From an optimization exercise on the open Yosys and OpenROAD flow, aimed at small area, a short achievable clock period and few clock cycles; shortcuts taken in it are not production practice. At most, simulation tests tie the RTL to the original design; equivalence was not proved. No functional check of the RTL was part of run 9. No activity file was given, so power comes from the tool's default toggle rates.

==> design/flow/design.v <==
`timescale 1ns / 1ps
module apb_master (
    input         pclk,
    input         presetn,
    input         start,
    input         write,
    input  [31:0] addr,
    output        wr0,        
    output        wr1,        
    output reg    done,
    output reg    error
);
    wire in_map = (addr[31:13] == 19'd0) && (addr[11:4] == 8'd0);
    assign wr0 = start && write && in_map && !addr[12];
    assign wr1 = start && write && in_map &&  addr[12];
    always @(posedge pclk or negedge presetn) begin
        if (!presetn) begin
            done  <= 1'b0;
            error <= 1'b0;
        end else begin
            done  <= start;
            error <= !in_map;
        end
    end
endmodule
`timescale 1ns / 1ps
module apb_slave (
    input         pclk,
    input         presetn,
    input         we,         
    input         rsel,       
    input  [1:0]  idx,
    input  [3:0]  strb,
    input  [31:0] wdata,
    output [31:0] rdata       
);
    reg [31:0] regfile [0:3];
    reg [3:0]  valid;
    always @(posedge pclk or negedge presetn) begin
        if (!presetn)
            valid <= 4'b0;
        else if (we)
            valid[idx] <= 1'b1;
    end
    wire [31:0] part [0:3];
    genvar r, b;
    generate
        for (r = 0; r < 4; r = r + 1) begin : g_reg
            wire wr = we && idx == r;
            for (b = 0; b < 4; b = b + 1) begin : g_byte
                wire keep = !(wr && (strb[b] || !valid[r]));
                wire load = wr && strb[b];
                always @(posedge pclk)
                    regfile[r][8*b +: 8] <= (regfile[r][8*b +: 8] & {8{keep}})
                                          | (wdata[8*b +: 8] & {8{load}});
            end
            wire sel = rsel && idx == r && valid[r];
            assign part[r] = {32{sel}} & regfile[r];
        end
    endgenerate
    assign rdata = part[0] | part[1] | part[2] | part[3];
endmodule
`timescale 1ns / 1ps
module apb_top(
    input        pclk,
    input        presetn,
    input        start,
    input        write,
    input [31:0] addr,
    input [31:0] wdata,
    input [3:0]  strb,
    input [2:0]  prot,
    output [31:0] rdata,
    output        done,
    output        error
);
    wire        wr0, wr1;
    wire [31:0] rd0, rd1;
    reg  [31:0] rdata_q;
    apb_master master (
        .pclk    (pclk),
        .presetn (presetn),
        .start   (start),
        .write   (write),
        .addr    (addr),
        .wr0     (wr0),
        .wr1     (wr1),
        .done    (done),
        .error   (error)
    );
    apb_slave slave0 (
        .pclk    (pclk),
        .presetn (presetn),
        .we      (wr0),
        .rsel    (!addr[12]),
        .idx     (addr[3:2]),
        .strb    (strb),
        .wdata   (wdata),
        .rdata   (rd0)
    );
    apb_slave slave1 (
        .pclk    (pclk),
        .presetn (presetn),
        .we      (wr1),
        .rsel    (addr[12]),
        .idx     (addr[3:2]),
        .strb    (strb),
        .wdata   (wdata),
        .rdata   (rd1)
    );
    always @(posedge pclk)
        rdata_q <= rd0 | rd1;
    assign rdata = rdata_q;
endmodule
==> design/flow/flow/run.sh <==
#!/bin/bash
# The standard layout (bash standard.sh), with the port buffers that
# buffer_ports inserts made of a plain buffer cell instead of the delay cell it
# picks by default. ORFS writes each step's full log under orfs/logs/; make's
# own output goes to make_finish.log here.
set -euo pipefail
bash standard.sh "BUFFER_PORTS_ARGS=-buffer_cell sky130_fd_sc_hd__buf_2" finish > make_finish.log 2>&1
==> design/flow/standard.sh <==
#!/bin/bash
# synth_recipe.tcl (not shown) runs the flow's synth.tcl, then flattens the netlist and writes it again
# the make line also repeats each setting of config.mk as NAME=value (left out here)
make -C /OpenROAD-flow-scripts/flow DESIGN_CONFIG=/design/flow/config.mk WORK_HOME=/design/flow/orfs CLKGATE_MAP_FILE= SYNTH_SCRIPT=/design/flow/synth_recipe.tcl "${@:-finish}"
==> design/flow/config.mk <==
export PLATFORM = sky130hd
export DESIGN_NAME = apb_top
export DESIGN_NICKNAME = apb_top
export VERILOG_FILES = /design/flow/design.v
export SDC_FILE = /design/flow/constraint.sdc
export NUM_CORES = 4
export LEC_CHECK = 0
export ABC_CLOCK_PERIOD_IN_PS = 1200
export CAP_MARGIN = 20
export CORE_MARGIN = 2
export CORE_UTILIZATION = 60
export CTS_BUF_LIST = sky130_fd_sc_hd__clkbuf_8
export CTS_CLUSTER_DIAMETER = 50
export CTS_CLUSTER_SIZE = 16
export SETUP_SLACK_MARGIN = 2.2
export SLEW_MARGIN = 20
==> design/flow/constraint.sdc <==
create_clock -name core_clock -period 4.0 [get_ports {pclk}]
set_input_delay 0.8000 -clock core_clock [delete_from_list [all_inputs] [get_ports {pclk}]]
set_output_delay 0.8000 -clock core_clock [all_outputs]
set_load 0.01 [all_outputs]
==> key figures, run 1 <==
CTS
  – Clk buf depth: 3
  – Clock Root Buffer: clkbuf_8
  – Clk sinks: 298
  – Skew-Pair Late Insertion Delay: 0.59 ns
  – H-Tree Depth: 1
  – CTS tree: done
  – Inserted Clock Buffers: 29
  – CTS Hold Buffers Added: 0
  – Reg clk slew, reported paths: 0.10 ns

Pwr
  – Tot Pwr: 5.36 mW
  – Pwr dens: 372 nW/um^2
  – Max VDD drop: 0.369 mV
  – Cell leakage power: 4.68 nW

Critical path
  – Worst reg2reg path endpoint: rdata_q[1]
  – CP startpoint: addr[11]
  – Worst r2r src: slave1.valid[0]
  – CP Launch Type: primary input
  – R2R setup slack: 2.46 ns
  – Setup crit end: slave1.regfile[0][12]
  – WS Path Type: in2reg
  – Maximum fanout along the worst path: 8
  – Worst reg-to-reg path cell count: 6
  – Worst setup EP type: flip-flop
  – Crit path DAT: 2.38 ns
  – Req. time, crit path: 4.45 ns

Synthesis
  – Register area share after synthesis: 54.0%
  – Synthesized Nets: 976
  – Count leader, synth: dfxtp_1
  – Mapped Cells: 901
  – Synth area leaders: dfxtp_1, o2bb2ai_1, a22oi_1, o2111ai_4, dfrtp_1
  – Synth Area per Inst: 12.4 sq um
  – Ys flop type: dfxtp_1
  – Cell variety after synth: 31
  – Most frequent cells after synthesis: dfxtp_1, o2bb2ai_1, a22oi_1
  – Post-synth EDFFs: 0
  – Yosys top cell by area: dfxtp_1
  – Post-Syn Area: 11100 sq um
  – Post-synth top area share: 51.8%
  – Asr flop ratio synth: 3.36%
  – Synth warn: 4
  – Post-synthesis register bit count: 298

Final layout
  – Share of post-route cells with drive strength above 1: 42.3%
  – Final Instance Area: 14400 sq um
  – Ant diodes: 0
  – Area Growth Syn to Fin: 29.6%
  – Filler cell count: 1074
  – Non-filler instance count after layout: 1291
  – Final #Nets: 1115

GRT
  – Pin count of the biggest net entering global routing: 33
  – Vias in the first global route: 9242
  – Initial antenna violation count: 0
  – First-pass GRT wire length: 52600 um
  – GRT overflow: 0
  – Total GRT Usage: 34.0%

Status
  – Run status: finished clean

Drt
  – # DRC: 0
  – Initial DRC count: 801
  – Final WL: 37100 um
  – Vias: 9269
  – Antenna-violating nets left: 0
  – DR pass1 iterations: 7
  – Vias/cell: 7.18
  – WL per Instance: 28.7 um

Placement
  – RePlAce Congestion: 0.871
  – Placed cell count: 1198
  – Cell area after placement: 11800 sq um
  – Final HPWL DP: 19700 um
  – Input/output buffers: 103

STA
  – Setup TNS: 0 ns
  – Skew final: 0.0194 ns
  – Final hold violations: 0
  – Endpoints failing setup: 0
  – RSZ-0062 raised after global routing: true
  – Min Tclk post-route: 1.92 ns
  – Fin crit share: 48.1%
  – Worst-margin pin slew: 0.658 ns
  – F_max: 520 MHz
  – Hold WS: 0.0590 ns
  – Max Slew Vio Count: 0
  – Slew headroom: 56.1%

Floorplanning
  – Total I/O pin count: 109
  – Core area: 18100 sq um
  – Die span in x: 140 um
  – Row cnt: 49
  – Die height: 140 um
  – Starting Density: 61.5%
  – Die ar.: 19700 sq um

Job
  – Maxcap violations: 0

Min path
  – Worst hold path class: in2async
[metal layers]
layer  wire (um)  global-route usage, %
met3        3460                   5.03
met5           0                      0
met1       14300                   44.8
met2       17900                   56.4
met4        1410                   14.3
[worst max-delay path: stages]
cell	delay (ns)
buf_6	0.09
nor4_4	0.29
and4_4	0.37
buf_12	0.13
buf_12	0.14
o2111ai_4	0.30
o2bb2ai_2	0.23
[state kept, by name, indices dropped and copies added (netlist names)]
name,flops
slave0.regfile,128
slave1.regfile,128
rdata_q,32
slave0.valid,4
slave1.valid,4
master.done,1
master.error,1
[repair_timing]
item                                    CTS  global route
resized for setup                        63           193
pin swaps                                20            50
setup buffers                            20            11
cloned                                    3             6
endpoints found under the setup margin  330           311
[cell families (layout without fill, tap and decap cells)]
kind of cell    Yosys count  after routing  synth area share [%]
simple gates            105            108                  5.76
buf+inv                  82            240                  4.17
compound gates          416            416                  36.0
flops                   298            298                  54.0
[worst min-delay path by stage]
stage                       endpoint  depth (start not counted)
5_1_grt                  master.done                          1
4_1_cts                  master.done                          1
3_5_place_dp   slave1.regfile[1][24]                          1
6_report                 master.done                          1
3_3_place_gp   slave1.regfile[0][28]                          1
2_1_floorplan  slave1.regfile[0][17]                          1
[placed cells by master (no fill, tap or decap), types with 7 or more instances in the layout]
cell | Yosys | routed
dfxtp_1 | 288 | 278
o2bb2ai_2 | 0 | 138
a22oi_1 | 128 | 128
o2bb2ai_1 | 256 | 114
buf_2 | 24 | 83
nand2_1 | 40 | 40
buf_6 | 1 | 38
buf_4 | 4 | 36
nand4_1 | 33 | 33
o2111ai_4 | 29 | 32
clkbuf_8 | 0 | 31
buf_12 | 5 | 17
dfrtp_1 | 10 | 10
dfxtp_2 | 0 | 10
nor4_4 | 2 | 7
inv_6 | 0 | 7
[report_power, final]
group          switching [mW]  internal [mW]  total [mW]  leakage, nW
Combinational           0.175         0.0631       0.238         1.92
Sequential           0.000123           2.97        2.97         2.41
Clock                    1.13           1.03        2.16        0.344
[layout make-up]
cell class	count	area (sq um)	area share, %
inverters	8	30.0	0.208
flip-flops and latches	298	6030	41.8
repair buffers	179	1580	11.0
clock buffers	31	427	2.96
clock inverters	22	258	1.79
multi-input cells	524	5810	40.3
well taps	229	287	1.99
[stage by stage]
step	setup WS (ns)	utilization, %
floorplan	1.88	-
global placement	1.01	65.4
detailed placement	0.979	65.4
CTS	2.09	72.2
global route	2.06	79.7
finish	2.08	79.7
Testbench counts, summed over its fixed seeds: cycles 3,200.
==> inputs of run 2 (changes only) <==
--- a/design/flow/config.mk
+++ b/design/flow/config.mk
@@ -12,5 +12,5 @@
 export CTS_BUF_LIST = sky130_fd_sc_hd__clkbuf_8
 export CTS_CLUSTER_DIAMETER = 50
 export CTS_CLUSTER_SIZE = 16
-export SETUP_SLACK_MARGIN = 2.2
+export SETUP_SLACK_MARGIN = 2.15
 export SLEW_MARGIN = 20
==> run 2 against run 1 <==
Still clean on timing, DRC and antenna. Synthesized area stayed put. Combinational power hardly changed. Clock power fell by 2%. Routed wire length decreased by 2.0%. Non-clock buffer count down 2. Setup slack worse by 0.041 ns. Die area unchanged. Via count shrank 0.11%. Power decreased by 0.84%. Utilization shrank 2.2 points. Final area is 2.7% lower. Critical endpoint is now slave0.regfile[2][15].
==> key figures, run 2 <==
Synthesis
  – Cell variety after synth: 31
  – Asr flop ratio synth: 3.36%
  – Synth warn: 4
  – Yosys top cell by area: dfxtp_1
  – Post-synth EDFFs: 0
  – Post-Syn Area: 11100 sq um
  – Most frequent cells after synthesis: dfxtp_1, o2bb2ai_1, a22oi_1
  – Count leader, synth: dfxtp_1
  – Mapped Cells: 901
  – Synth Area per Inst: 12.4 sq um
  – Ys flop type: dfxtp_1
  – Post-synth top area share: 51.8%
  – Synth area leaders: dfxtp_1, o2bb2ai_1, a22oi_1, o2111ai_4, dfrtp_1
  – Post-synthesis register bit count: 298
  – Synthesized Nets: 976
  – Register area share after synthesis: 54.0%

STA
  – Slew headroom: 56.8%
  – Setup TNS: 0 ns
  – Skew final: 0.0196 ns
  – Max Slew Vio Count: 0
  – Final hold violations: 0
  – RSZ-0062 raised after global routing: true
  – Endpoints failing setup: 0
  – Fin crit share: 49.1%
  – F_max: 509 MHz
  – Min Tclk post-route: 1.96 ns
  – Worst-margin pin slew: 0.649 ns

Critical path
  – Worst reg2reg path endpoint: rdata_q[28]
  – Worst setup EP type: flip-flop
  – R2R setup slack: 2.42 ns
  – CP Launch Type: primary input
  – WS Path Type: in2reg
  – Worst reg-to-reg path cell count: 6
  – Crit path DAT: 2.43 ns
  – Req. time, crit path: 4.47 ns
  – Maximum fanout along the worst path: 9
  – Worst r2r src: slave0.valid[0]

Floorplanning
  – Core area: 18100 sq um
  – Total I/O pin count: 109
  – Die span in x: 140 um
  – Starting Density: 61.5%
  – Die height: 140 um
  – Row cnt: 49
  – Die ar.: 19700 sq um

GRT
  – Total GRT Usage: 34.3%
  – Vias in the first global route: 9118
  – GRT overflow: 0
  – First-pass GRT wire length: 52900 um
  – Pin count of the biggest net entering global routing: 26
  – Initial antenna violation count: 0

Final layout
  – Ant diodes: 0
  – Fin util: 77.6%
  – Biggest regs: slave0.regfile (128), slave1.regfile (128), rdata_q (32)
  – Share of post-route cells with drive strength above 1: 38.4%
  – Final #Nets: 1112
  – Area Growth Syn to Fin: 26.1%
  – Most common cell after layout, fill and taps aside: dfxtp_1
  – Most frequent cells in the layout: dfxtp_1, o2bb2ai_1, a22oi_1, o2bb2ai_2, buf_2

CTS
  – CTS tree: done
  – Clk buf depth: 3
  – CTS Hold Buffers Added: 0
  – Clk sinks: 298
  – H-Tree Depth: 1
  – Skew-Pair Late Insertion Delay: 0.60 ns
  – Clock Root Buffer: clkbuf_8
  – Reg clk slew, reported paths: 0.10 ns
  – Inserted Clock Buffers: 30

Job
  – Maxcap violations: 0

Pwr
  – Tot Pwr: 5.32 mW
  – Net Sw Power: 1.36 mW
  – Logic pwr share: 4.4%
  – Pint: 3.96 mW
  – Max VDD drop: 0.383 mV
  – Pwr dens: 379 nW/um^2
  – Clock power frac: 39.8%
  – Cell leakage power: 4.59 nW
  – Sw Share: 25.5%
  – Reg power frac: 55.8%

Drt
  – Met2 Routed Length: 17400 um
  – # DRC: 0
  – Antenna-violating nets left: 0
  – WL per Instance: 28.2 um
  – Vias/cell: 7.18
  – Top sig layer: met4
  – Met1 WL: 14700 um
  – Initial DRC count: 1005
  – DR pass1 iterations: 5
  – Final WL: 36300 um
  – Vias: 9259
  – Metal3 WL: 2810 um

Placement
  – Final HPWL DP: 20000 um
  – RePlAce Congestion: 0.851
  – Input/output buffers: 103

Min path
  – Worst hold path class: in2async

Status
  – Run status: finished clean
## run 2: changes by cell type in the layout (fill, tap and decap cells not counted), moves of 3 or more
cell | previous run | this run
buf_8 | 0 | 3
buf_4 | 36 | 40
o2bb2ai_4 | 4 | 0
nand3_2 | 5 | 1
buf_12 | 17 | 12
nand3_4 | 3 | 6
o2bb2ai_2 | 138 | 105
buf_6 | 38 | 31
o2bb2ai_1 | 114 | 151
## run 2: logic make-up (layout without fill, tap and decap cells)
| group | after synthesis | after routing | synth area share [%] |
|---|---|---|---|
| DFF | 298 | 298 | 54.0 |
| and+or+nand+nor | 105 | 106 | 5.76 |
| buffers and inverters | 82 | 240 | 4.17 |
| AOI/OAI and AO/OA | 416 | 416 | 36.0 |
## run 2: worst max-delay path: stages
cell and delay, ns:
buf_6 0.09, nor4_4 0.35, buf_4 0.17, and4_4 0.29, buf_12 0.18, o2111ai_4 0.29
o2bb2ai_1 0.23
## run 2: metrics by stage
step                      cells  setup slack [ns]  cell area (sq um)  hold WS [ns]
after floorplan             901              1.88              11200         0.432
after global placement     1199              1.08              11800         0.444
after global routing       1289              2.02              14000        0.0466
after detailed placement   1199              1.04              11800         0.447
after CTS                  1267              2.08              12800        0.0348
final                      1289              2.04              14000        0.0523
## run 2: how the worst max path moves through the flow
stage	to	slack, ns	startpoint
4_1_cts	done	2.08	master.done
6_report	slave0.regfile[2][15]	2.04	addr[5]
5_1_grt	slave0.regfile[2][15]	2.02	addr[5]
3_3_place_gp	slave1.regfile[1][3]	1.08	addr[7]
2_1_floorplan	slave1.regfile[3][15]	1.88	addr[25]
3_5_place_dp	slave1.regfile[1][6]	1.04	addr[7]
## run 2: routing by layer
metal	up-vias	global-route usage, %
li1	3967	-
met1	4654	45.2
met2	518	56.9
met3	120	6.12
met4	0	12.3
met5	-	0
## run 2: final cells by class
| class | count | area (sq um) |
|---|---|---|
| clock inverters | 23 | 235 |
| repair buffers | 177 | 1490 |
| inverters | 8 | 30.0 |
| well taps | 229 | 287 |
| clock buffers | 32 | 440 |
| multi-input cells | 522 | 5520 |
| flip-flops and latches | 298 | 6030 |
| fillers | 1101 | 4060 |
## run 2: power by group through the flow
stage / combinational [mW] / sequential (mW) / clock [mW]
floorplan: 0.101 / 3.04 / 0
global placement: 0.188 / 3.04 / 0
detailed placement: 0.194 / 3.04 / 0
CTS: 0.209 / 2.97 / 2.12
global route: 0.244 / 2.97 / 2.23
finish: 0.236 / 2.97 / 2.12
## run 2: repair_timing
action	CTS	global route
endpoints found under the setup margin	305	293
cloned	1	5
buffers inserted	12	17
resized for setup	41	167
pin swaps	9	44
==> inputs of run 3 (changes only) <==
--- a/design/flow/config.mk
+++ b/design/flow/config.mk
@@ -12,5 +12,5 @@
 export CTS_BUF_LIST = sky130_fd_sc_hd__clkbuf_8
 export CTS_CLUSTER_DIAMETER = 50
 export CTS_CLUSTER_SIZE = 16
-export SETUP_SLACK_MARGIN = 2.15
+export SETUP_SLACK_MARGIN = 2.1
 export SLEW_MARGIN = 20
==> run 3 against run 2 <==
Still clean. Worst hold slack lost 0.00077 ns. Non-clock buffer count shrank 8. Cell count shrank 0.70%. First-iteration DRC count grew 0.30%. Combinational power shrank 8.9%. Largest cell class unchanged.
==> key figures, run 3 <==
Synthesis
  – Count leader, synth: dfxtp_1
  – Mux cell area share after synthesis: 0%
  – Post-synth top area share: 51.8%
  – Xor/xnor share of the synthesized area: 0%
  – Post-Syn Area: 11100 sq um
  – Synthesized Nets: 976
  – Cell variety after synth: 31
  – Post-synth EDFFs: 0
  – Adder-Cell Fraction of Synth Area: 0%
  – Ys flop type: dfxtp_1
  – Mapped Cells: 901
  – Asr flop ratio synth: 3.36%
  – Synth Area per Inst: 12.4 sq um
  – Synth area leaders: dfxtp_1, o2bb2ai_1, a22oi_1, o2111ai_4, dfrtp_1
  – Synth warn: 4
  – Register area share after synthesis: 54.0%
  – Largest family of logic cells by synthesized area: compound AO/OA/AOI/OAI gates
  – Yosys top cell by area: dfxtp_1
  – Post-synthesis register bit count: 298
  – Post-synthesis simple-gate area fraction: 5.76%
  – Compound-Gate Fraction of Synth Area: 36.0%
  – Most frequent cells after synthesis: dfxtp_1, o2bb2ai_1, a22oi_1

STA
  – Max Slew Vio Count: 0
  – Fin crit share: 48.8%
  – Worst-margin pin slew: 0.639 ns
  – Slew headroom: 57.4%
  – Skew final: 0.0217 ns
  – F_max: 512 MHz
  – Min Tclk post-route: 1.95 ns
  – Worst Slack Setup Final: 2.05 ns
  – Endpoints failing setup: 0
  – Final hold violations: 0
  – RSZ-0062 raised after global routing: true
  – Setup TNS: 0 ns

Job
  – Maxcap violations: 0

Critical path
  – Crit path DAT: 1.15 ns
  – Crit-path cells: buf_2
  – Slowest Stage Delay on Critical Path: 0.41 ns
  – WP buf/inv: 1
  – Worst setup EP type: output pin
  – Req. time, crit path: 3.20 ns
  – CP max-delay cell: dfrtp_1
  – WS Path Type: reg2out
  – CP Launch Type: flip-flop
  – Top Family by Delay on Critical Path: flip-flops
  – Maximum fanout along the worst path: 1

Pwr
  – Max VDD drop: 0.377 mV
  – Pwr dens: 411 nW/um^2
  – Cell leakage power: 4.42 nW
  – Tot Pwr: 5.37 mW

GRT
  – Total GRT Usage: 33.9%
  – Vias in the first global route: 8905
  – Pin count of the biggest net entering global routing: 34
  – Initial antenna violation count: 2
  – First-pass GRT wire length: 52000 um
  – GRT overflow: 0

Placement
  – Final HPWL DP: 19500 um
  – Cell area after placement: 11800 sq um
  – RePlAce Congestion: 0.829
  – Input/output buffers: 103
  – Pre-CTS WS: 0.905 ns

CTS
  – H-Tree Depth: 1
  – Inserted Clock Buffers: 28
  – CTS Hold Buffers Added: 0
  – CTS tree: done
  – Clk buf depth: 3
  – Clock Root Buffer: clkbuf_8
  – Skew-Pair Late Insertion Delay: 0.60 ns
  – Clk sinks: 298
  – Reg clk slew, reported paths: 0.11 ns

Final layout
  – Biggest regs: slave0.regfile (128), slave1.regfile (128), rdata_q (32)
  – Most common cell after layout, fill and taps aside: dfxtp_1
  – Fin util: 72.2%
  – Filler cell count: 1240
  – Final Instance Area: 13100 sq um
  – Share of post-route cells with drive strength above 1: 27.6%
  – Final #Nets: 1103
  – Area Growth Syn to Fin: 17.3%
  – Most frequent cells in the layout: dfxtp_1, o2bb2ai_1, a22oi_1, buf_2, buf_4

Status
  – Run status: finished clean

Drt
  – Met2 Routed Length: 16000 um
  – Antenna-violating nets left: 0
  – Met1 WL: 14300 um
  – Vias/cell: 7.06
  – Metal3 WL: 3230 um
  – WL per Instance: 26.8 um
  – Top sig layer: met4
  – # DRC: 0
  – Final WL: 34300 um
  – DR pass1 iterations: 6
  – Vias: 9041
  – Initial DRC count: 1008

Floorplanning
  – Die ar.: 19700 sq um
  – Die height: 140 um
  – Die span in x: 140 um
  – Row cnt: 49
  – Core area: 18100 sq um
  – Total I/O pin count: 109
  – Starting Density: 61.5%

Min path
  – Worst hold path class: in2async
==> run 3: worst paths after layout <==
kind | startpoint | endpoint | slack [ns] | cells past startpoint
setup reg to reg | slave0.valid[2] | rdata_q[10] | 2.55 | 5
hold / removal | presetn | master.done | 0.05 | 1
hold reg to reg | slave0.regfile[0][13] | slave0.regfile[0][13] | 0.47 | 1
setup / recovery | master.done | done | 2.05 | 1
min in group core_clock | start | master.done | 0.36 | 1
max in group asynchronous | presetn | slave1.valid[1] | 3.72 | 1
==> run 3: cells by family after synthesis <==
group / count (synthesis)
and+or+nand+nor: 105
AOI/OAI and AO/OA: 416
buffers and inverters: 82
DFF: 298
==> run 3: through the flow <==
step | hold WS [ns] | cells
3_5_place_dp | 0.447 | 1199
5_1_grt | 0.0518 | 1280
6_report | 0.0515 | 1280
3_3_place_gp | 0.444 | 1199
4_1_cts | 0.0495 | 1266
2_1_floorplan | 0.432 | 901
==> run 3: routing by layer <==
metal	up-vias	global-route usage, %
met3	70	5.20
met2	546	54.1
met5	-	0
met1	4501	47.4
met4	0	11.4
li1	3924	-
==> run 3: power by group <==
group	total (mW)	leakage [nW]	internal [mW]	switching, mW
clock	2.19	0.361	1.09	1.09
sequential	2.97	2.41	2.97	0.000383
combinational	0.215	1.65	0.0557	0.159
total	5.37	4.42	4.11	1.25
==> run 3: repair_timing <==
| item | in CTS | in global routing |
|---|---|---|
| setup endpoints to repair | 285 | 191 |
| gates resized for setup | 28 | 26 |
| gates cloned | 1 | 1 |
| buffers inserted | 15 | 11 |
| pin swaps | 6 | 11 |
==> run 3: area by class of cell <==
cell class,count,area [sq um],area share (%)
Inverter,8,30.0,0.230
Sequential cell,298,6020,46.1
Timing Repair Buffer,169,1140,8.77
Clock inverter,19,258,1.97
Tap cell,229,287,2.20
Antenna cell,2,5.00,0.0383
Multi-Input combinational cell,523,4870,37.3
Clock buffer,32,440,3.37
==> inputs of run 4 (changes only) <==
--- a/design/flow/config.mk
+++ b/design/flow/config.mk
@@ -8,7 +8,7 @@
 export ABC_CLOCK_PERIOD_IN_PS = 1200
 export CAP_MARGIN = 20
 export CORE_MARGIN = 2
-export CORE_UTILIZATION = 60
+export CORE_UTILIZATION = 40
 export CTS_BUF_LIST = sky130_fd_sc_hd__clkbuf_8
 export CTS_CLUSTER_DIAMETER = 50
 export CTS_CLUSTER_SIZE = 16
==> run 4 against run 3 <==
Still clean. Flip-flop and latch count unchanged. Die area rose by 48%. Sequential power about the same. Combinational power hardly changed. Routed wire length is 0.25% higher. Cell count rose by 11%. Utilization down 24 points. Largest power group unchanged.
==> key figures, run 4 <==
Pwr
  – Pwr dens: 410 nW/um^2
  – Max VDD drop: 0.191 mV
  – Cell leakage power: 4.39 nW

GRT
  – GRT overflow: 0
  – Pin count of the biggest net entering global routing: 28
  – Met2 global-route usage: 36.0%
  – Met1 Usage GRT: 32.8%
  – Top Usage Layer GRT: met2
  – Initial antenna violation count: 0
  – First-pass GRT wire length: 52200 um
  – Total GRT Usage: 23.3%
  – Vias in the first global route: 8374
  – Met3 Usage GRT: 3.47%

STA
  – Fin crit share: 47.8%
  – Skew final: 0.0364 ns
  – Setup TNS: 0 ns
  – Worst-margin pin slew: 0.614 ns
  – F_max: 523 MHz
  – Min Tclk post-route: 1.91 ns
  – Slew headroom: 59.1%
  – Endpoints failing setup: 0
  – RSZ-0062 raised after global routing: true
  – Final hold violations: 0
  – Max Slew Vio Count: 0
  – Hold WS: 0.0629 ns

Synthesis
  – Synthesized Nets: 976
  – Synth warn: 4
  – Yosys top cell by area: dfxtp_1
  – Cell variety after synth: 31
  – Most frequent cells after synthesis: dfxtp_1, o2bb2ai_1, a22oi_1
  – Ys flop type: dfxtp_1
  – Post-Syn Area: 11100 sq um
  – Asr flop ratio synth: 3.36%
  – Post-synth top area share: 51.8%
  – Post-synth EDFFs: 0
  – Synth Area per Inst: 12.4 sq um
  – Register area share after synthesis: 54.0%
  – Post-synthesis register bit count: 298
  – Count leader, synth: dfxtp_1
  – Mapped Cells: 901
  – Synth area leaders: dfxtp_1, o2bb2ai_1, a22oi_1, o2111ai_4, dfrtp_1

Placement
  – RePlAce Congestion: 0.778
  – Final HPWL DP: 19800 um
  – Input/output buffers: 103
  – Cell area after placement: 12100 sq um

Final layout
  – Final Instance Area: 13300 sq um
  – Area Growth Syn to Fin: 19.3%
  – Multi-input logic area: 4870 sq um
  – Register area: 6020 sq um
  – Biggest regs: slave0.regfile (128), slave1.regfile (128), rdata_q (32)
  – Final #Nets: 1098
  – Fin util: 48.2%
  – Share of post-route cells with drive strength above 1: 28.3%
  – Ant diodes: 0
  – Most frequent cells in the layout: dfxtp_1, o2bb2ai_1, a22oi_1, buf_2, buf_4
  – Most common cell after layout, fill and taps aside: dfxtp_1
  – Filler cell count: 2516

Critical path
  – Slowest Stage Delay on Critical Path: 0.37 ns
  – Worst setup EP type: output pin
  – Top Family by Delay on Critical Path: flip-flops
  – Crit path DAT: 1.11 ns
  – WP buf/inv: 1
  – CP Launch Type: flip-flop
  – Maximum fanout along the worst path: 1
  – CP max-delay cell: dfrtp_1
  – WS Path Type: reg2out
  – Crit-path cells: buf_2
  – Req. time, crit path: 3.20 ns

Drt
  – # DRC: 0
  – Antenna-violating nets left: 0
  – Vias: 8589
  – Vias/cell: 6.03
  – Final WL: 34400 um
  – DR pass1 iterations: 5
  – WL per Instance: 24.1 um
  – Initial DRC count: 823

Job
  – Maxcap violations: 0

CTS
  – Inserted Clock Buffers: 31
  – Clk buf depth: 3
  – CTS tree: done
  – Clock Root Buffer: clkbuf_8
  – CTS Hold Buffers Added: 0
  – Reg clk slew, reported paths: 0.10 ns
  – H-Tree Depth: 1
  – Clk sinks: 298
  – Skew-Pair Late Insertion Delay: 0.61 ns

Floorplanning
  – Die span in x: 171 um
  – Total I/O pin count: 109
  – Core area: 27600 sq um
  – Row cnt: 61
  – Starting Density: 40.4%
  – Die ar.: 29200 sq um
  – Die height: 171 um

Status
  – Run status: finished clean

Min path
  – Worst hold path class: in2async
run 4: cell counts after synthesis:
No cell type changed its count.
run 4: stage by stage:
| stage | setup WS [ns] | std cells | power, mW |
|---|---|---|---|
| 6_report | 2.09 | 1425 | 5.44 |
| 5_1_grt | 2.03 | 1425 | 5.63 |
| 4_1_cts | 2.06 | 1418 | 5.47 |
| 3_5_place_dp | 1.09 | 1345 | 3.23 |
| 3_3_place_gp | 1.12 | 1345 | 3.23 |
| 2_1_floorplan | 1.88 | 901 | 3.14 |
run 4: repair_timing:
action,CTS,global route
setup endpoints to repair,296,118
pin swaps,5,12
cloned,2,1
buffers inserted,14,6
resized for setup,12,34
run 4: worst paths after layout:
path | slack, ns | depth (start not counted) | end | startpoint
setup reg to reg | 2.45 | 4 | rdata_q[5] | slave1.valid[3]
hold reg to reg | 0.47 | 1 | slave1.regfile[0][2] | slave1.regfile[0][2]
setup / recovery | 2.09 | 1 | error | master.error
min in group core_clock | 0.31 | 1 | master.done | start
hold / removal | 0.06 | 1 | slave0.valid[3] | presetn
max in group asynchronous | 3.67 | 1 | slave1.valid[0] | presetn
run 4: cells by family (layout without fill, tap and decap cells):
logic type	count (synthesis)	in the layout	synth area share, %
buffers and inverters	82	226	4.17
flip-flops	298	298	54.0
AND/OR/NAND/NOR	105	107	5.76
AO/OA/AOI/OAI	416	416	36.0
run 4: area by class of cell:
cell class	count	share of cell area, %
clock inverters	23	2.00
multi-input cells	523	36.7
well taps	378	3.56
flip-flops and latches	298	45.4
inverters	8	0.226
clock buffers	34	3.52
repair buffers	161	8.66
run 4: metal layers:
metal / wire [um] / part of all wire, %
met1: 15600 / 45
met3: 1940 / 5.6
met2: 15900 / 46
met5: 0 / 0
met4: 974 / 2.8
run 4: power by group:
| group | total [mW] | internal [mW] | switching (mW) |
|---|---|---|---|
| combinational | 0.214 | 0.0568 | 0.158 |
| sequential | 2.97 | 2.97 | 0.000102 |
| clock | 2.26 | 1.05 | 1.22 |
==> inputs of run 5 (changes only) <==
--- a/design/flow/config.mk
+++ b/design/flow/config.mk
@@ -8,7 +8,7 @@
 export ABC_CLOCK_PERIOD_IN_PS = 1200
 export CAP_MARGIN = 20
 export CORE_MARGIN = 2
-export CORE_UTILIZATION = 40
+export CORE_UTILIZATION = 45
 export CTS_BUF_LIST = sky130_fd_sc_hd__clkbuf_8
 export CTS_CLUSTER_DIAMETER = 50
 export CTS_CLUSTER_SIZE = 16
==> run 5 against run 4 <==
Still clean. Utilization is 6.4 points higher. Die area is 11% lower. Clock skew is 0.0094 ns lower. Worst hold slack better by 0.025 ns. Sequential share of layout area is 0.060 points lower. Register-to-register slack better by 0.03 ns. Sequential power hardly changed. Critical path depth is 5 higher. Routed wire length is 0.83% higher. Largest cell class unchanged. Largest power group unchanged.
==> key figures, run 5 <==
Status
  – Run status: finished clean

Synthesis
  – Ys flop type: dfxtp_1
  – Post-synthesis simple-gate area fraction: 5.76%
  – Compound-Gate Fraction of Synth Area: 36.0%
  – Post-synth EDFFs: 0
  – Synth area leaders: dfxtp_1, o2bb2ai_1, a22oi_1, o2111ai_4, dfrtp_1
  – Asr flop ratio synth: 3.36%
  – Most frequent cells after synthesis: dfxtp_1, o2bb2ai_1, a22oi_1
  – Synth warn: 4
  – Cell variety after synth: 31
  – Count leader, synth: dfxtp_1
  – Adder-Cell Fraction of Synth Area: 0%
  – Mux cell area share after synthesis: 0%
  – Yosys top cell by area: dfxtp_1
  – Register area share after synthesis: 54.0%
  – Mapped Cells: 901
  – Synthesized Nets: 976
  – Largest family of logic cells by synthesized area: compound AO/OA/AOI/OAI gates
  – Post-synthesis register bit count: 298
  – Xor/xnor share of the synthesized area: 0%
  – Post-Syn Area: 11100 sq um
  – Post-synth top area share: 51.8%
  – Synth Area per Inst: 12.4 sq um

Critical path
  – Maximum fanout along the worst path: 8
  – Crit path DAT: 2.39 ns
  – Slowest Stage Delay on Critical Path: 0.38 ns
  – Crit-path cells: buf_2, nor4_4, and4_4, buf_6, o2111ai_4, o2bb2ai_2
  – R2R setup slack: 2.48 ns
  – Worst setup EP type: flip-flop
  – WS Path Type: in2reg
  – CP Launch Type: primary input
  – Req. time, crit path: 4.48 ns
  – CP max-delay cell: nor4_4
  – Worst reg-to-reg path cell count: 5

Placement
  – Placed cell count: 1287
  – Input/output buffers: 103
  – RePlAce Congestion: 0.761
  – Final HPWL DP: 19000 um
  – Pre-CTS WS: 1.01 ns

GRT
  – Initial antenna violation count: 0
  – GRT overflow: 0
  – Vias in the first global route: 8579
  – First-pass GRT wire length: 52000 um
  – Pin count of the biggest net entering global routing: 33
  – Total GRT Usage: 25.7%

STA
  – Hold WS: 0.0876 ns
  – RSZ-0062 raised after global routing: true
  – Slew headroom: 58.9%
  – Fin crit share: 47.8%
  – Min Tclk post-route: 1.91 ns
  – Endpoints failing setup: 0
  – Max Slew Vio Count: 0
  – Final hold violations: 0
  – Skew final: 0.0270 ns
  – Worst-margin pin slew: 0.617 ns
  – Setup TNS: 0 ns
  – Worst Slack Setup Final: 2.09 ns
  – F_max: 523 MHz

CTS
  – CTS tree: done
  – Skew-Pair Late Insertion Delay: 0.60 ns
  – Clk buf depth: 3
  – Clk sinks: 298
  – Reg clk slew, reported paths: 0.09 ns
  – Inserted Clock Buffers: 29
  – H-Tree Depth: 1
  – Clock Root Buffer: clkbuf_8

Drt
  – Initial DRC count: 741
  – Antenna-violating nets left: 0
  – Vias/cell: 6.39
  – WL per Instance: 25.2 um
  – # DRC: 0
  – Final WL: 34700 um
  – Vias: 8799
  – DR pass1 iterations: 7

Floorplanning
  – Row cnt: 57
  – Die span in x: 161 um
  – Core area: 24300 sq um
  – Die ar.: 26000 sq um
  – Die height: 161 um
  – Starting Density: 45.8%
  – Total I/O pin count: 109

Final layout
  – Non-filler instance count after layout: 1376
  – Biggest regs: slave0.regfile (128), slave1.regfile (128), rdata_q (32)
  – Register area: 6020 sq um
  – Share of post-route cells with drive strength above 1: 28.3%
  – Multi-input logic area: 4930 sq um
  – Filler cell count: 2098
  – Most common cell after layout, fill and taps aside: dfxtp_1
  – Final #Nets: 1106
  – Area Growth Syn to Fin: 19.3%
  – Most frequent cells in the layout: dfxtp_1, o2bb2ai_1, a22oi_1, buf_2, buf_4
  – Ant diodes: 0
  – Fin util: 54.6%

Pwr
  – Pwr dens: 409 nW/um^2
  – Max VDD drop: 0.233 mV
  – Cell leakage power: 4.44 nW

Job
  – Maxcap violations: 0

Min path
  – Worst hold path class: in2async
==> run 5: cell counts after synthesis <==
No cell type changed its count.
==> run 5: logic make-up (layout without fill, tap and decap cells) <==
family                 after synthesis  after routing
AOI/OAI and AO/OA                  416            416
and+or+nand+nor                    105            109
buffers and inverters               82            229
DFF                                298            298
==> run 5: layout make-up <==
class	count	share of cell area [%]
Clock inverter	21	2.09
Sequential cell	298	45.3
Tap cell	324	3.05
Timing Repair Buffer	169	9.02
Inverter	8	0.226
Clock buffer	31	3.21
Multi-Input combinational cell	525	37.1
==> run 5: critical path: cells and delay by family <==
kind,cells,cell delay [ns]
compound gates,2,0.51
buf+inv,2,0.30
simple gates,2,0.76
==> run 5: through the flow <==
step	area [sq um]	total power, mW
after global routing	13300	5.61
after CTS	12900	5.44
after floorplan	11200	3.14
after detailed placement	11900	3.23
after global placement	11900	3.23
final	13300	5.43
==> run 5: power breakdown <==
part / switching, mW / internal (mW) / leakage, nW / total, mW
registers: 0.0000836 / 2.97 / 2.41 / 2.97
logic: 0.164 / 0.0560 / 1.68 / 0.220
clock network: 1.16 / 1.09 / 0.355 / 2.25
total: 1.32 / 4.11 / 4.44 / 5.43
==> run 5: worst paths after layout <==
kind	from	end
max in group asynchronous	presetn	slave1.valid[0]
hold reg to reg	slave1.regfile[0][18]	slave1.regfile[0][18]
hold / removal	presetn	slave0.valid[2]
setup reg to reg	slave1.valid[0]	rdata_q[4]
min in group core_clock	start	master.done
setup / recovery	addr[10]	slave1.regfile[3][30]
==> run 5: repair_timing <==
item,4_1_cts,5_1_grt
hold buffers,0,0
pin swaps,6,13
gates cloned,1,4
buffers inserted,20,12
resized for setup,22,36
setup endpoints to repair,296,253
==> run 5: per-layer routing <==
layer	GRT usage, %	wire, um
met5	0	0
met2	40.4	15500
met4	7.63	800
met1	37.2	15600
met3	3.21	2790
==> inputs of run 6 (changes only) <==
--- a/design/flow/config.mk
+++ b/design/flow/config.mk
@@ -8,7 +8,7 @@
 export ABC_CLOCK_PERIOD_IN_PS = 1200
 export CAP_MARGIN = 20
 export CORE_MARGIN = 2
-export CORE_UTILIZATION = 45
+export CORE_UTILIZATION = 50
 export CTS_BUF_LIST = sky130_fd_sc_hd__clkbuf_8
 export CTS_CLUSTER_DIAMETER = 50
 export CTS_CLUSTER_SIZE = 16
==> run 6 against run 5 <==
Largest power group unchanged. Cell count shrank 4.2%. Power grew 2.1%. Clock power grew 5%. Utilization grew 5.1 points. Critical path type is now reg2out. Via count grew 0.41%. Fmax grew 1.0%. Critical path depth shrank 5. Worst hold slack lost 0.032 ns.
==> key figures, run 6 <==
Status
  – Run status: finished clean

Critical path
  – Slowest Stage Delay on Critical Path: 0.36 ns
  – WP buf/inv: 1
  – CP max-delay cell: dfrtp_1
  – CP Launch Type: flip-flop
  – Worst reg2reg path endpoint: rdata_q[25]
  – Crit-path cells: buf_2
  – Worst reg-to-reg path cell count: 4
  – WS Path Type: reg2out
  – Worst r2r src: slave1.valid[3]
  – Top Family by Delay on Critical Path: flip-flops
  – Maximum fanout along the worst path: 1
  – Crit path DAT: 1.09 ns
  – R2R setup slack: 2.46 ns
  – Worst setup EP type: output pin
  – Req. time, crit path: 3.20 ns

Min path
  – Worst hold path class: in2async

Floorplanning
  – Die span in x: 153 um
  – Die ar.: 23500 sq um
  – Row cnt: 54
  – Total I/O pin count: 109
  – Starting Density: 51.0%
  – Core area: 21800 sq um
  – Die height: 153 um

STA
  – Fin crit share: 47.3%
  – F_max: 529 MHz
  – RSZ-0062 raised after global routing: true
  – Max Slew Vio Count: 0
  – Skew final: 0.0205 ns
  – Final hold violations: 0
  – Min Tclk post-route: 1.89 ns
  – Endpoints failing setup: 0
  – Worst-margin pin slew: 0.637 ns
  – Slew headroom: 57.5%
  – Setup TNS: 0 ns

Synthesis
  – Compound-Gate Fraction of Synth Area: 36.0%
  – Most frequent cells after synthesis: dfxtp_1, o2bb2ai_1, a22oi_1
  – Count leader, synth: dfxtp_1
  – Yosys top cell by area: dfxtp_1
  – Post-synthesis register bit count: 298
  – Post-synth top area share: 51.8%
  – Largest family of logic cells by synthesized area: compound AO/OA/AOI/OAI gates
  – Synth warn: 4
  – Synth area leaders: dfxtp_1, o2bb2ai_1, a22oi_1, o2111ai_4, dfrtp_1
  – Post-Syn Area: 11100 sq um
  – Synth Area per Inst: 12.4 sq um
  – Asr flop ratio synth: 3.36%
  – Xor/xnor share of the synthesized area: 0%
  – Cell variety after synth: 31
  – Mapped Cells: 901
  – Register area share after synthesis: 54.0%
  – Post-synthesis simple-gate area fraction: 5.76%
  – Post-synth EDFFs: 0
  – Ys flop type: dfxtp_1
  – Adder-Cell Fraction of Synth Area: 0%
  – Mux cell area share after synthesis: 0%
  – Synthesized Nets: 976

CTS
  – Reg clk slew, reported paths: 0.10 ns
  – Inserted Clock Buffers: 29
  – CTS Hold Buffers Added: 0
  – Skew-Pair Late Insertion Delay: 0.60 ns
  – Clock Root Buffer: clkbuf_8
  – CTS tree: done
  – Clk buf depth: 3
  – H-Tree Depth: 1
  – Clk sinks: 298

Final layout
  – Most frequent cells in the layout: dfxtp_1, o2bb2ai_1, a22oi_1, buf_2, nand2_1
  – Ant diodes: 0
  – Final #Nets: 1090
  – Non-filler instance count after layout: 1318
  – Most common cell after layout, fill and taps aside: dfxtp_1
  – Area Growth Syn to Fin: 17.0%
  – Share of post-route cells with drive strength above 1: 26.5%
  – Biggest regs: slave0.regfile (128), slave1.regfile (128), rdata_q (32)
  – Fin util: 59.7%
  – Filler cell count: 1759

GRT
  – Total GRT Usage: 28.6%
  – Pin count of the biggest net entering global routing: 33
  – Initial antenna violation count: 0
  – First-pass GRT wire length: 52400 um
  – GRT overflow: 0
  – Vias in the first global route: 8769

Pwr
  – Max VDD drop: 0.364 mV
  – Pwr dens: 426 nW/um^2
  – Cell leakage power: 4.36 nW

Placement
  – Placed cell count: 1245
  – Final HPWL DP: 20000 um
  – Input/output buffers: 103
  – RePlAce Congestion: 0.797

Drt
  – Vias: 8835
  – Initial DRC count: 905
  – WL per Instance: 26.4 um
  – Final WL: 34900 um
  – # DRC: 0
  – Vias/cell: 6.70
  – Antenna-violating nets left: 0
  – DR pass1 iterations: 5

Job
  – Maxcap violations: 0
## run 6: cell counts after synthesis
No cell type changed its count.
## run 6: area by class of cell
| class | count | area, sq um | area share, % |
|---|---|---|---|
| clock inverter | 23 | 339 | 2.60 |
| sequential | 298 | 6020 | 46.2 |
| clock buffer | 31 | 427 | 3.28 |
| multi-input combinational | 521 | 4800 | 36.8 |
| timing repair buffer | 157 | 1060 | 8.17 |
| inverter | 8 | 30.0 | 0.231 |
| tap | 280 | 350 | 2.69 |
## run 6: power breakdown
group | switching, mW | internal, mW
Sequential | 0.0000931 | 2.97
Clock | 1.15 | 1.22
Combinational | 0.154 | 0.0551
## run 6: per-stage QoR
stage	setup WS, ns	power [mW]	hold WS (ns)	area, sq um
after detailed placement	1.01	3.23	0.447	11900
final	2.11	5.55	0.0553	13000
after global placement	1.07	3.23	0.445	11900
after floorplan	1.88	3.14	0.432	11200
after global routing	2.04	5.70	0.0529	13000
after CTS	2.09	5.55	0.0495	12800
## run 6: worst max-delay path by stage
stage | to | cells past startpoint | start | slack [ns]
6_report | done | 1 | master.done | 2.11
3_3_place_gp | slave0.regfile[3][20] | 6 | addr[2] | 1.07
5_1_grt | slave0.regfile[3][27] | 8 | addr[22] | 2.04
2_1_floorplan | slave1.regfile[3][15] | 6 | addr[25] | 1.88
4_1_cts | done | 1 | master.done | 2.09
3_5_place_dp | slave0.regfile[3][18] | 6 | addr[2] | 1.01
## run 6: cell families after synthesis
group	count (synthesis)
flops	298
simple gates	105
buf+inv	82
compound gates	416
## run 6: timing repair
action,CTS,global route
cloned,0,2
hold endpoints to repair,0,0
pin swaps,4,5
gates resized for setup,18,20
setup endpoints to repair,297,207
buffers inserted,8,9
## run 6: per-layer routing
metal	vias to the layer above	share of wire, %	GRT usage [%]
met3	74	8.4	4.73
met4	0	3.0	9.74
li1	3910	-	-
met2	454	46	46.4
met5	-	0	0
met1	4397	43	38.8
==> inputs of run 7 (changes only) <==
==> design/flow/flow/run.sh (replaced) <==
#!/bin/bash
# The standard layout (bash standard.sh), with the port buffers that
# buffer_ports inserts made of a plain buffer cell instead of the delay cell it
# picks by default. ORFS writes each step's full log under orfs/logs/; make's
# own output goes to make_finish.log here.
set -euo pipefail
bash standard.sh "BUFFER_PORTS_ARGS=-buffer_cell sky130_fd_sc_hd__buf_2" MATCH_CELL_FOOTPRINT=0 finish > make_finish.log 2>&1
==> design/flow/config.mk (replaced) <==
export PLATFORM = sky130hd
export DESIGN_NAME = apb_top
export DESIGN_NICKNAME = apb_top
export VERILOG_FILES = /design/flow/design.v
export SDC_FILE = /design/flow/constraint.sdc
export NUM_CORES = 4
export LEC_CHECK = 0
export ABC_CLOCK_PERIOD_IN_PS = 1200
export CAP_MARGIN = 20
export CORE_MARGIN = 2
export CORE_UTILIZATION = 60
export CTS_BUF_LIST = sky130_fd_sc_hd__clkbuf_16
export CTS_CLUSTER_DIAMETER = 60
export CTS_CLUSTER_SIZE = 20
export SETUP_SLACK_MARGIN = 2.2
export SLEW_MARGIN = 20
==> run 7 against run 6 <==
Critical endpoint is now slave1.regfile[2][30]. Register-to-register slack worse by 0.12 ns. Critical path type is now in2reg. Fmax down 8.4%. Via count up 8.6%. Still clean. Clock skew up 0.020 ns. Power down 7.0%. Final area up 12%.
==> key figures, run 7 <==
Floorplanning
  – Starting Density: 61.5%
  – Die height: 140 um
  – Total I/O pin count: 109
  – Die ar.: 19700 sq um
  – Die span in x: 140 um
  – Core area: 18100 sq um
  – Row cnt: 49

Synthesis
  – Post-Syn Area: 11100 sq um
  – Post-synth EDFFs: 0
  – Synthesized Nets: 976
  – Synth warn: 4
  – Asr flop ratio synth: 3.36%
  – Xor/xnor share of the synthesized area: 0%
  – Synth Area per Inst: 12.4 sq um
  – Most frequent cells after synthesis: dfxtp_1, o2bb2ai_1, a22oi_1
  – Post-synth top area share: 51.8%
  – Compound-Gate Fraction of Synth Area: 36.0%
  – Synth area leaders: dfxtp_1, o2bb2ai_1, a22oi_1, o2111ai_4, dfrtp_1
  – Mapped Cells: 901
  – Register area share after synthesis: 54.0%
  – Largest family of logic cells by synthesized area: compound AO/OA/AOI/OAI gates
  – Mux cell area share after synthesis: 0%
  – Post-synthesis register bit count: 298
  – Adder-Cell Fraction of Synth Area: 0%
  – Cell variety after synth: 31
  – Yosys top cell by area: dfxtp_1
  – Ys flop type: dfxtp_1
  – Count leader, synth: dfxtp_1
  – Post-synthesis simple-gate area fraction: 5.76%

GRT
  – GRT overflow: 0
  – Initial antenna violation count: 0
  – Vias in the first global route: 9397
  – First-pass GRT wire length: 56300 um
  – Total GRT Usage: 37.1%
  – Pin count of the biggest net entering global routing: 28

Status
  – Run status: finished clean

STA
  – Slew headroom: 55.1%
  – Hold WS: 0.138 ns
  – Min Tclk post-route: 2.06 ns
  – Worst-margin pin slew: 0.674 ns
  – F_max: 484 MHz
  – Final hold violations: 0
  – Endpoints failing setup: 0
  – Skew final: 0.0402 ns
  – Fin crit share: 51.6%
  – Setup TNS: 0 ns
  – Max Slew Vio Count: 0
  – RSZ-0062 raised after global routing: true

Drt
  – Vias: 9599
  – DR pass1 iterations: 6
  – # DRC: 0
  – Initial DRC count: 1064
  – WL per Instance: 31.3 um
  – Final WL: 40500 um
  – Vias/cell: 7.42
  – Antenna-violating nets left: 0

CTS
  – Skew-Pair Late Insertion Delay: 0.52 ns
  – CTS Hold Buffers Added: 0
  – Clock Root Buffer: clkbuf_16
  – Reg clk slew, reported paths: 0.09 ns
  – Clk buf depth: 3
  – Inserted Clock Buffers: 19
  – CTS tree: done
  – Clk sinks: 298
  – H-Tree Depth: 1

Critical path
  – Worst reg2reg path endpoint: rdata_q[23]
  – Worst r2r src: slave1.valid[2]
  – WS Path Type: in2reg
  – Maximum fanout along the worst path: 8
  – Crit path DAT: 2.44 ns
  – Worst reg-to-reg path cell count: 6
  – CP Launch Type: primary input
  – Worst setup EP type: flip-flop
  – Req. time, crit path: 4.37 ns
  – R2R setup slack: 2.34 ns

Final layout
  – Non-filler instance count after layout: 1294
  – Final #Nets: 1134
  – Biggest regs: slave0.regfile (128), slave1.regfile (128), rdata_q (32)
  – Ant diodes: 0
  – Area Growth Syn to Fin: 30.8%
  – Fin util: 80.5%
  – Share of post-route cells with drive strength above 1: 41.9%
  – Most frequent cells in the layout: dfxtp_1, o2bb2ai_2, a22oi_1, o2bb2ai_1, buf_2
  – Most common cell after layout, fill and taps aside: dfxtp_1

Pwr
  – Sw Share: 22.9%
  – Logic pwr share: 5.1%
  – Pwr dens: 354 nW/um^2
  – Net Sw Power: 1.18 mW
  – Max VDD drop: 0.336 mV
  – Cell leakage power: 4.80 nW
  – Pint: 3.97 mW
  – Clock power frac: 37.4%
  – Reg power frac: 57.5%

Job
  – Maxcap violations: 0

Placement
  – Final HPWL DP: 19700 um
  – Input/output buffers: 103
  – Placed cell count: 1198
  – RePlAce Congestion: 0.852

Min path
  – Worst hold path class: in2async
## run 7: cell count changes in the layout (fill, tap and decap cells not counted), sizes merged, moves of 3 or more
cell | before | now
buf | 156 | 199
bufinv | 7 | 1
clkbuf | 32 | 28
clkinv | 6 | 1
and4 | 3 | 6
## run 7: critical path, cell delays in order
cell	delay [ns]
buf_6	0.10
nor4_4	0.35
buf_4	0.21
and4_4	0.30
buf_6	0.15
o2111ai_4	0.28
o2bb2ai_2	0.23
## run 7: kinds of logic after synthesis
kind of cell | Yosys count
AOI/OAI and AO/OA | 416
buffers and inverters | 82
and+or+nand+nor | 105
DFF | 298
## run 7: final cells by class
type | count | area [sq um]
inverters | 8 | 30.0
clock buffers | 19 | 475
clock inverters | 8 | 67.6
fillers | 996 | 3520
flip-flops and latches | 298 | 6020
repair buffers | 208 | 1850
multi-input cells | 524 | 5840
well taps | 229 | 287
## run 7: timing repair
item                                    4_1_cts  5_1_grt
gates cloned                                  7        8
endpoints found under the setup margin      299      297
pin swaps                                    38       37
endpoints found under the hold margin         0        0
setup buffers                                41       13
resized for setup                           121      138
## run 7: metal layers
metal	up-vias	track usage (%)	part of all wire, %
li1	3992	-	-
met1	4731	47.3	38
met2	697	60.4	46
met3	179	7.59	11
met4	0	18.5	5.3
met5	-	0	0
## run 7: power groups by stage
stage                     logic, mW  registers [mW]  clock network [mW]
after floorplan               0.102            3.04                   0
after global placement        0.186            3.04                   0
after CTS                     0.229            2.96                1.92
final                         0.264            2.97                1.93
after global routing          0.273            2.97                2.03
after detailed placement      0.193            3.04                   0
## run 7: how the worst max path moves through the flow
stage,cells after the start,end,startpoint
detailed placement,7,slave0.regfile[3][5],addr[2]
global route,7,slave0.regfile[2][16],addr[8]
finish,7,slave1.regfile[2][30],addr[8]
global placement,6,slave0.regfile[1][3],addr[2]
floorplan,6,slave1.regfile[3][15],addr[25]
CTS,6,slave0.regfile[1][18],addr[29]
## run 7: stage by stage
step                      setup WS, ns  instance area [sq um]  total power, mW
after CTS                         2.07                  13500             5.12
after detailed placement         0.959                  11800             3.23
after floorplan                   1.88                  11200             3.14
final                             1.94                  14600             5.16
after global placement            1.01                  11800             3.22
after global routing              1.91                  14600             5.27
==> inputs of run 8 (changes only) <==
--- a/design/flow/config.mk
+++ b/design/flow/config.mk
@@ -12,5 +12,5 @@
 export CTS_BUF_LIST = sky130_fd_sc_hd__clkbuf_16
 export CTS_CLUSTER_DIAMETER = 60
 export CTS_CLUSTER_SIZE = 20
-export SETUP_SLACK_MARGIN = 2.2
+export SETUP_SLACK_MARGIN = 2.0
 export SLEW_MARGIN = 20
==> run 8 against run 7 <==
Combinational power shrank about 20%. Synthesized cell count is the same. Power shrank 1.0%. Sequential power is essentially flat. Sequential share of layout area grew 5.2 points. Setup slack gained 0.070 ns. Global-route usage shrank 3.7 points. Final area shrank 11%. Largest cell class unchanged. Highest routed layer unchanged.
==> key figures, run 8 <==
CTS
  – CTS Hold Buffers Added: 0
  – CTS tree: done
  – H-Tree Depth: 1
  – Clk buf depth: 3
  – Skew-Pair Late Insertion Delay: 0.51 ns
  – Reg clk slew, reported paths: 0.08 ns
  – Clock Root Buffer: clkbuf_16
  – Clk sinks: 298
  – Inserted Clock Buffers: 19

Synthesis
  – Post-Syn Area: 11100 sq um
  – Post-synth top area share: 51.8%
  – Largest family of logic cells by synthesized area: compound AO/OA/AOI/OAI gates
  – Most frequent cells after synthesis: dfxtp_1, o2bb2ai_1, a22oi_1
  – Adder-Cell Fraction of Synth Area: 0%
  – Register area share after synthesis: 54.0%
  – Count leader, synth: dfxtp_1
  – Cell variety after synth: 31
  – Ys flop type: dfxtp_1
  – Synth area leaders: dfxtp_1, o2bb2ai_1, a22oi_1, o2111ai_4, dfrtp_1
  – Mux cell area share after synthesis: 0%
  – Synth Area per Inst: 12.4 sq um
  – Mapped Cells: 901
  – Synth warn: 4
  – Post-synthesis simple-gate area fraction: 5.76%
  – Yosys top cell by area: dfxtp_1
  – Compound-Gate Fraction of Synth Area: 36.0%
  – Synthesized Nets: 976
  – Xor/xnor share of the synthesized area: 0%
  – Asr flop ratio synth: 3.36%
  – Post-synth EDFFs: 0
  – Post-synthesis register bit count: 298

Critical path
  – CP Launch Type: primary input
  – Crit path DAT: 2.38 ns
  – CP max-delay cell: and4_4
  – R2R setup slack: 2.51 ns
  – Req. time, crit path: 4.38 ns
  – Crit-path cells: buf_2, nor4_4, and4_4, buf_6, o2111ai_4, o2bb2ai_1
  – Slowest Stage Delay on Critical Path: 0.40 ns
  – Maximum fanout along the worst path: 8
  – Worst setup EP type: flip-flop
  – WS Path Type: in2reg

Drt
  – Initial DRC count: 776
  – Vias: 8944
  – Antenna-violating nets left: 0
  – WL per Instance: 27.3 um
  – Final WL: 34100 um
  – # DRC: 0
  – DR pass1 iterations: 5
  – Vias/cell: 7.15

Pwr
  – Tot Pwr: 5.11 mW
  – Pwr dens: 395 nW/um^2
  – Max VDD drop: 0.366 mV
  – Cell leakage power: 4.32 nW

STA
  – Worst Slack Setup Final: 2.01 ns
  – Max Slew Vio Count: 0
  – Skew final: 0.0108 ns
  – Min Tclk post-route: 1.99 ns
  – Fin crit share: 49.9%
  – Final hold violations: 0
  – RSZ-0062 raised after global routing: true
  – Slew headroom: 57.8%
  – Worst-margin pin slew: 0.634 ns
  – Setup TNS: 0 ns
  – F_max: 501 MHz
  – Endpoints failing setup: 0

GRT
  – Met1 Usage GRT: 46.3%
  – Met3 Usage GRT: 4.65%
  – Vias in the first global route: 9051
  – First-pass GRT wire length: 51700 um
  – GRT overflow: 0
  – Initial antenna violation count: 0
  – Top Usage Layer GRT: met2
  – Total GRT Usage: 33.5%
  – Pin count of the biggest net entering global routing: 28
  – Met2 global-route usage: 53.8%

Floorplanning
  – Total I/O pin count: 109
  – Row cnt: 49
  – Die ar.: 19700 sq um
  – Die height: 140 um
  – Starting Density: 61.5%
  – Die span in x: 140 um
  – Core area: 18100 sq um

Min path
  – Worst hold path class: in2async

Final layout
  – Area Growth Syn to Fin: 16.2%
  – Most common cell after layout, fill and taps aside: dfxtp_1
  – Fin util: 71.5%
  – Most frequent cells in the layout: dfxtp_1, o2bb2ai_1, a22oi_1, buf_2, buf_4
  – Ant diodes: 0
  – Final #Nets: 1092
  – Biggest regs: slave0.regfile (128), slave1.regfile (128), rdata_q (32)
  – Share of post-route cells with drive strength above 1: 25.6%

Placement
  – Final HPWL DP: 19600 um
  – Input/output buffers: 103
  – RePlAce Congestion: 0.841
  – Pre-CTS WS: 0.824 ns

Job
  – Maxcap violations: 0

Status
  – Run status: finished clean
## run 8: through the flow
stage	hold slack (ns)	std cells	cell area, sq um
final	0.171	1251	12900
after global routing	0.172	1251	12900
after CTS	0.161	1238	12700
after detailed placement	0.447	1194	11800
after global placement	0.444	1194	11800
after floorplan	0.432	901	11200
## run 8: cell families after synthesis
| logic type | count (synthesis) |
|---|---|
| AOI/OAI and AO/OA | 416 |
| DFF | 298 |
| and+or+nand+nor | 105 |
| buffers and inverters | 82 |
## run 8: what timing repair did
item,in CTS,in global routing
buffers inserted,17,11
resized for setup,34,19
cloned,1,2
pin swaps,6,9
setup endpoints to repair,286,170
hold endpoints to repair,0,0
## run 8: per-layer routing
layer  up-vias  part of all wire [%]
met5         -                     0
met4         0                   3.1
met3       103                   8.0
met2       494                    47
met1      4460                    42
li1       3887                     -
## run 8: final timing paths
kind | start | endpoint | depth (start not counted)
min in group core_clock | start | master.done | 1
min | presetn | master.done | 1
min reg2reg | slave1.regfile[2][11] | slave1.regfile[2][11] | 1
max reg2reg | slave0.valid[2] | rdata_q[5] | 5
max in group asynchronous | presetn | slave1.valid[1] | 1
max | addr[30] | slave1.regfile[0][11] | 6
## run 8: layout make-up
type	count	area, sq um
Sequential cell	298	6020
Fill cell	1233	5160
Multi-Input combinational cell	522	4900
Timing Repair Buffer	168	1150
Clock buffer	19	475
Tap cell	229	287
Clock inverter	7	65.1
Inverter	8	30.0
## run 8: report_power, final
| part | switching [mW] | internal (mW) |
|---|---|---|
| Sequential | 0.0000794 | 2.96 |
| Combinational | 0.158 | 0.0535 |
| Clock | 0.999 | 0.930 |
| Total | 1.16 | 3.95 |
## run 8: critical path, delay by kind of cell
family | cells | cell delay (ns)
buffers and inverters | 2 | 0.35
AOI/OAI and AO/OA | 2 | 0.51
and+or+nand+nor | 2 | 0.70
==> inputs of run 9 (changes only) <==
--- a/design/flow/design.v
+++ b/design/flow/design.v
@@ -36,6 +36,7 @@
 );
     reg [31:0] regfile [0:3];
     reg [3:0]  valid;
+    wire [31:0] mdata = wdata & {{8{strb[3]}}, {8{strb[2]}}, {8{strb[1]}}, {8{strb[0]}}};
     always @(posedge pclk or negedge presetn) begin
         if (!presetn)
             valid <= 4'b0;
@@ -48,11 +49,10 @@
         for (r = 0; r < 4; r = r + 1) begin : g_reg
             wire wr = we && idx == r;
             for (b = 0; b < 4; b = b + 1) begin : g_byte
-                wire keep = !(wr && (strb[b] || !valid[r]));
-                wire load = wr && strb[b];
+                wire load = wr && (strb[b] || !valid[r]);
                 always @(posedge pclk)
-                    regfile[r][8*b +: 8] <= (regfile[r][8*b +: 8] & {8{keep}})
-                                          | (wdata[8*b +: 8] & {8{load}});
+                    regfile[r][8*b +: 8] <= (regfile[r][8*b +: 8] & {8{!load}})
+                                          | (mdata[8*b +: 8] & {8{load}});
             end
             wire sel = rsel && idx == r && valid[r];
             assign part[r] = {32{sel}} & regfile[r];
==> design/flow/flow/run.sh (replaced) <==
#!/bin/bash
# The standard layout (bash standard.sh), with the port buffers that
# buffer_ports inserts made of a plain buffer cell instead of the delay cell it
# picks by default. ORFS writes each step's full log under orfs/logs/; make's
# own output goes to make_finish.log here.
set -euo pipefail
bash standard.sh "BUFFER_PORTS_ARGS=-buffer_cell sky130_fd_sc_hd__buf_2" finish > make_finish.log 2>&1
==> design/flow/config.mk (replaced) <==
export PLATFORM = sky130hd
export DESIGN_NAME = apb_top
export DESIGN_NICKNAME = apb_top
export VERILOG_FILES = /design/flow/design.v
export SDC_FILE = /design/flow/constraint.sdc
export NUM_CORES = 4
export LEC_CHECK = 0
export ABC_CLOCK_PERIOD_IN_PS = 1200
export CAP_MARGIN = 20
export CORE_MARGIN = 2
export CORE_UTILIZATION = 50
export CTS_BUF_LIST = sky130_fd_sc_hd__clkbuf_8
export CTS_CLUSTER_DIAMETER = 50
export CTS_CLUSTER_SIZE = 16
export SETUP_SLACK_MARGIN = 2.1
export SLEW_MARGIN = 20
==> run 9 against run 8 <==
Still clean on timing, DRC and antenna. Sequential share of layout area grew 19 points. Clock skew rose by 0.013 ns. Worst hold slack got worse by 0.089 ns. Setup slack got worse by 0.28 ns. Largest power group unchanged. Highest routed layer is now met5.
==> key figures, run 9 <==
CTS
  – Inserted Clock Buffers: 27
  – Reg clk slew, reported paths: 0.09 ns
  – Skew-Pair Late Insertion Delay: 0.57 ns
  – H-Tree Depth: 1
  – Clk buf depth: 3
  – Clock Root Buffer: clkbuf_8
  – Clk sinks: 298
  – CTS tree: done

Floorplanning
  – Die height: 150 um
  – Row cnt: 53
  – Die ar.: 22600 sq um
  – Starting Density: 51.0%
  – Total I/O pin count: 109
  – Die span in x: 150 um
  – Core area: 21000 sq um

Synthesis
  – Synth area leaders: edfxtp_1, dfxtp_1, a222oi_1, a221oi_1, a22o_1
  – Mux cell area share after synthesis: 0%
  – Post-synthesis simple-gate area fraction: 7.26%
  – Synth Area per Inst: 17.2 sq um
  – Post-synth EDFFs: 256
  – Adder-Cell Fraction of Synth Area: 0%
  – Compound-Gate Fraction of Synth Area: 11.0%
  – Most frequent cells after synthesis: edfxtp_1, nand2_1, nand3_1
  – Xor/xnor share of the synthesized area: 0%
  – Asr flop ratio synth: 3.36%
  – Cell variety after synth: 32
  – Post-Syn Area: 10700 sq um
  – Register area share after synthesis: 80.0%
  – Yosys top cell by area: edfxtp_1
  – Synthesized Nets: 697
  – Synth warn: 4
  – Largest family of logic cells by synthesized area: compound AO/OA/AOI/OAI gates
  – Post-synth top area share: 71.7%
  – Post-synthesis register bit count: 298
  – Ys flop type: edfxtp_1
  – Mapped Cells: 622
  – Count leader, synth: edfxtp_1

Job
  – Maxcap violations: 0

Status
  – Run status: finished clean

Critical path
  – CP max-delay cell: or3_4
  – CP startpoint: addr[23]
  – R2R setup slack: 2.13 ns
  – Crit-path cells: buf_2, nor4_4, nand3_2, or3_4, buf_12, a2111oi_4, buf_12
  – Slowest Stage Delay on Critical Path: 0.44 ns
  – WP buf/inv: 3
  – Most frequent CP cell: buf_12
  – Top Family by Delay on Critical Path: simple AND/OR/NAND/NOR gates
  – Maximum fanout along the worst path: 8
  – CP Launch Type: primary input
  – Worst r2r src: slave0.valid[0]
  – WS Path Type: in2reg
  – Worst setup EP type: flip-flop
  – Req. time, crit path: 4.28 ns
  – Crit path DAT: 2.55 ns

Final layout
  – Final #Nets: 834
  – Most common cell after layout, fill and taps aside: edfxtp_1
  – Multi-input logic area: 2620 sq um
  – Register area: 8580 sq um
  – Filler cell count: 1513
  – Area Growth Syn to Fin: 23.0%
  – Ant diodes: 0
  – Most frequent cells in the layout: edfxtp_1, buf_2, nand2_1, nand3_1
  – Final Instance Area: 13200 sq um
  – Share of post-route cells with drive strength above 1: 33.9%

Drt
  – # DRC: 0
  – Vias: 6330
  – WL per Instance: 24.1 um
  – Initial DRC count: 583
  – Antenna-violating nets left: 0
  – Vias/cell: 6.01
  – DR pass1 iterations: 6
  – Final WL: 25400 um

STA
  – Skew final: 0.0238 ns
  – F_max: 441 MHz
  – Endpoints failing setup: 0
  – Final hold violations: 0
  – Max Slew Vio Count: 0
  – RSZ-0062 raised after global routing: true
  – Setup TNS: 0 ns
  – Worst-margin pin slew: 0.609 ns
  – Min Tclk post-route: 2.27 ns
  – Fin crit share: 56.7%
  – Slew headroom: 59.4%

Placement
  – Input/output buffers: 103
  – RePlAce Congestion: 0.751
  – Cell area after placement: 12000 sq um
  – Final HPWL DP: 14200 um

Min path
  – Worst hold path class: in2async

Pwr
  – Logic pwr share: 2.8%
  – Sw Share: 21.4%
  – Clock power frac: 33.5%
  – Net Sw Power: 1.13 mW
  – Max VDD drop: 0.226 mV
  – Pwr dens: 400 nW/um^2
  – Reg power frac: 63.7%
  – Cell leakage power: 4.31 nW
  – Pint: 4.15 mW

GRT
  – Vias in the first global route: 6310
  – First-pass GRT wire length: 37200 um
  – Pin count of the biggest net entering global routing: 33
  – GRT overflow: 0
  – Total GRT Usage: 22.5%
run 9: cell count changes in the layout (fill, tap and decap cells not counted), moves of 128 or more:
cell,previous run,this run
dfxtp_1,288,32
edfxtp_1,0,256
o2bb2ai_1,247,0
a22oi_1,128,0
run 9: worst reg2reg max path, delay by kind of cell (launching register included):
family | cells | cell delay (ns)
flops | 1 | 0.54
simple gates | 2 | 0.54
buf+inv | 1 | 0.44
compound gates | 2 | 0.28
run 9: path summary, 6_finish.rpt:
path / endpoint / cells past startpoint
max: flip-flop / 7
min: slave1.valid[2] / 1
max reg2reg: rdata_q[28] / 5
min reg2reg: rdata_q[14] / 2
max in group asynchronous: slave0.valid[3] / 1
min in group core_clock: master.done / 1
run 9: per-layer routing:
layer / up-vias / routed length [um] / track usage (%)
met5: - / 11 / 0
met2: 255 / 12700 / 37.4
met3: 36 / 1740 / 3.18
met4: 2 / 393 / 5.42
met1: 3199 / 10500 / 31.8
li1: 2838 / - / -
run 9: kinds of logic (layout without fill, tap and decap cells):
family,count (synthesis),in the layout
DFF,298,298
and+or+nand+nor,143,144
AOI/OAI and AO/OA,136,136
buffers and inverters,45,201
run 9: stage by stage:
stage	worst slack (ns)	utilization (%)	hold WS (ns)	power, mW	cells
after floorplan	1.26	-	0.418	3.51	622
after global placement	0.794	57.3	0.439	3.56	974
after detailed placement	0.773	57.3	0.448	3.57	974
after CTS	1.79	62.3	0.0661	5.31	1051
after global routing	1.70	62.7	0.0754	5.46	1054
final	1.73	62.7	0.0813	5.28	1054
run 9: area by class of cell:
| class | instances | share of cell area, % |
|---|---|---|
| well taps | 275 | 2.61 |
| inverters | 4 | 0.114 |
| repair buffers | 148 | 8.29 |
| clock inverters | 22 | 1.22 |
| clock buffers | 27 | 2.82 |
| flip-flops and latches | 298 | 65.1 |
| multi-input cells | 280 | 19.9 |
run 9: timing repair:
| item | CTS | global route |
|---|---|---|
| hold buffers | 0 | 0 |
| endpoints found under the hold margin | 0 | 0 |
| cloned | 3 | 1 |
| resized for setup | 42 | 13 |
| setup buffers | 25 | 2 |
| setup endpoints to repair | 288 | 277 |
| pin swaps | 18 | 12 |
run 9: power by group through the flow:
stage | logic, mW | clock network [mW] | registers (mW)
after global routing | 0.162 | 1.93 | 3.37
final | 0.149 | 1.77 | 3.36
after detailed placement | 0.137 | 0 | 3.44
after global placement | 0.129 | 0 | 3.44
after CTS | 0.147 | 1.80 | 3.36
after floorplan | 0.0739 | 0 | 3.44
